What follows belongs to an exercise in optimizing a design on an open flow for small area and a short achievable clock period; a production flow would make more cautious choices.
No activity file was given, so power comes from the tool's default toggle rates.

==> module sobel_calc, before the edit <==
module sobel_calc(
    input clk,
    input rst,
    input [7:0] d0_i,
    input [7:0] d1_i,
    input [7:0] d2_i,
    input [7:0] d3_i,
    input [7:0] d5_i,
    input [7:0] d6_i,
    input [7:0] d7_i,
    input [7:0] d8_i,
    input done_i,
    output sat_o,           
    output [7:0] mag_o,     
    output done_o
    );
reg signed [8:0] u, v, w, z;       
reg signed [10:0] s, d;            
reg s_big, d_big;                  
reg [4:0] s_abs, d_abs;            
reg [2:0] done_shift;
always @(posedge clk) begin
    u <= {1'b0, d0_i} - {1'b0, d8_i};
    v <= {1'b0, d2_i} - {1'b0, d6_i};
    w <= {1'b0, d3_i} - {1'b0, d5_i};
    z <= {1'b0, d1_i} - {1'b0, d7_i};
end
always @(posedge clk) begin
    s <= u + w + z;
    d <= w - v - z;
end
wire [10:0] s_neg = -s;
wire [10:0] d_neg = -d;
always @(posedge clk) begin
    s_big <= (s >= 11'sd30) || (s <= -11'sd30);
    d_big <= (d >= 11'sd30) || (d <= -11'sd30);
    s_abs <= s[10] ? s_neg[4:0] : s[4:0];
    d_abs <= d[10] ? d_neg[4:0] : d[4:0];
end
wire [4:0] m_abs = (s_abs >= d_abs) ? s_abs : d_abs;
assign sat_o = s_big | d_big;
assign mag_o = {2'b00, m_abs, 1'b0};
always @(posedge clk) begin
    if(rst) done_shift <= 3'b000;
    else    done_shift <= {done_shift[1:0], done_i};
end
assign done_o = done_shift[2];
endmodule
==> module grayscale_to_rgb, before the edit <==
module grayscale_to_rgb(
    input clk,
    input rst,
    input sat_i,
    input [7:0] mag_i,
    input done_i,
    output reg [7:0] red_o,
    output reg [7:0] green_o,
    output reg [7:0] blue_o,
    output reg done_o
    );
wire [7:0] result = sat_i ? 8'd225 : mag_i;
always @(posedge clk) begin
    red_o   <= result;
    green_o <= done_i ? result : 8'd0;
    blue_o  <= done_i ? result : 8'd255;
end
always @(posedge clk) begin
    if(rst) done_o <= 1'b0;
    else    done_o <= done_i;
end
endmodule
==> flow/config.mk <==
export PLATFORM = sky130hd
export DESIGN_NAME = sobel_mod
export DESIGN_NICKNAME = sobel_mod
export VERILOG_FILES = /design/flow/design.v
export SDC_FILE = /design/flow/constraint.sdc
export NUM_CORES = 4
export LEC_CHECK = 0
export CAP_MARGIN = 20
export CORE_MARGIN = 2
export CORE_UTILIZATION = 65
export CTS_CLUSTER_DIAMETER = 100
export CTS_CLUSTER_SIZE = 27
export PLACE_DENSITY = 0.75
export SETUP_SLACK_MARGIN = 3.5
export SLEW_MARGIN = 20
==> flow/constraint.sdc <==
create_clock -name core_clock -period 5.5 [get_ports {clk}]
set_input_delay 1.1000 -clock core_clock [delete_from_list [all_inputs] [get_ports {clk}]]
set_output_delay 1.1000 -clock core_clock [all_outputs]
set_load 0.01 [all_outputs]
run.sh (not shown) runs the stock make flow with config.mk's settings and CLKGATE_MAP_FILE= SYNTH_SCRIPT=/design/flow/synth_recipe.tcl, a recipe that flattens the netlist after the stock synthesis.
Change:
--- a/flow/design.v
+++ b/flow/design.v
@@ -175,21 +175,28 @@
     output [7:0] mag_o,     
     output done_o
     );
 reg signed [8:0] u, v, w, z;       
+reg signed [9:0] uz, vz;           
+reg signed [8:0] w2;
 reg signed [10:0] s, d;            
 reg s_big, d_big;                  
 reg [4:0] s_abs, d_abs;            
-reg [2:0] done_shift;
+reg [3:0] done_shift;
 always @(posedge clk) begin
     u <= {1'b0, d0_i} - {1'b0, d8_i};
     v <= {1'b0, d2_i} - {1'b0, d6_i};
     w <= {1'b0, d3_i} - {1'b0, d5_i};
     z <= {1'b0, d1_i} - {1'b0, d7_i};
 end
 always @(posedge clk) begin
-    s <= u + w + z;
-    d <= w - v - z;
+    uz <= u + z;
+    vz <= v + z;
+    w2 <= w;
+end
+always @(posedge clk) begin
+    s <= uz + w2;
+    d <= w2 - vz;
 end
 wire [10:0] s_neg = -s;
 wire [10:0] d_neg = -d;
 always @(posedge clk) begin
@@ -201,12 +208,12 @@
 wire [4:0] m_abs = (s_abs >= d_abs) ? s_abs : d_abs;
 assign sat_o = s_big | d_big;
 assign mag_o = {2'b00, m_abs, 1'b0};
 always @(posedge clk) begin
-    if(rst) done_shift <= 3'b000;
-    else    done_shift <= {done_shift[1:0], done_i};
+    if(rst) done_shift <= 4'b0000;
+    else    done_shift <= {done_shift[2:0], done_i};
 end
-assign done_o = done_shift[2];
+assign done_o = done_shift[3];
 endmodule
 `timescale 1ns / 1ps
 module sobel_kernel(
     input clk,
@@ -252,11 +259,11 @@
     output reg done_o
     );
 wire [7:0] result = sat_i ? 8'd225 : mag_i;
 always @(posedge clk) begin
-    red_o   <= result;
-    green_o <= done_i ? result : 8'd0;
-    blue_o  <= done_i ? result : 8'd255;
+    red_o <= result;
+    if(done_i) green_o <= result;
+    blue_o <= done_i ? result : 8'd0;
 end
 always @(posedge clk) begin
     if(rst) done_o <= 1'b0;
     else    done_o <= done_i;
Hold slack is worse by 0.071 ns.
Clock skew went down by 0.010 ns.
Wire length came out higher by about 2.4%.
Non-clock buffer count is higher by 8.
Sequential share of layout area came out lower by 0.18 points.
Power rose by about 0.47%.
Setup slack is worse by 0.072 ns.
Cell area rose by about 1%.
Core utilization went down by 0.17 points.
Synthesized cell count went up by about 2%.
Die area rises by 1.1%.
Critical path depth is lower by 9.
Via count is higher by about 2.2%.
No functional check of the RTL was part of any run of this note.

[port drivers added, routing unchanged]
The flow's constraints put no driver on any port. The routed layouts listed below were extracted and timed again, unchanged, in two steps.
Step 1 (the two cells are an assumption about what drives the block):
set clk [get_ports {clk}]
set_driving_cell -lib_cell sky130_fd_sc_hd__clkbuf_16 $clk
set_driving_cell -lib_cell sky130_fd_sc_hd__buf_2 [delete_from_list [all_inputs] $clk]
Step 2 times the ports against the registers' clock, not the clock port: input delays grow and output delays shrink by t, the midpoint of the rising clock arrivals with the driver on.
Slacks: ideal / step 1 / step 2; pairs: ideal / step 1.
run	t (ns)	slack for setup (ns)	worst data-port slew with drivers (ns)	cell pins on the clock port's net
the first run	0.823	3.082 / 3.082 / 2.683	0.20	1
the second run	0.819	3.011 / 2.933 / 2.720	0.19	1
After both steps every run listed still meets setup and hold. For the first run, which loses most, drivers alone change the setup slack by 0.000 ns; drivers and shift together by -0.399 ns.
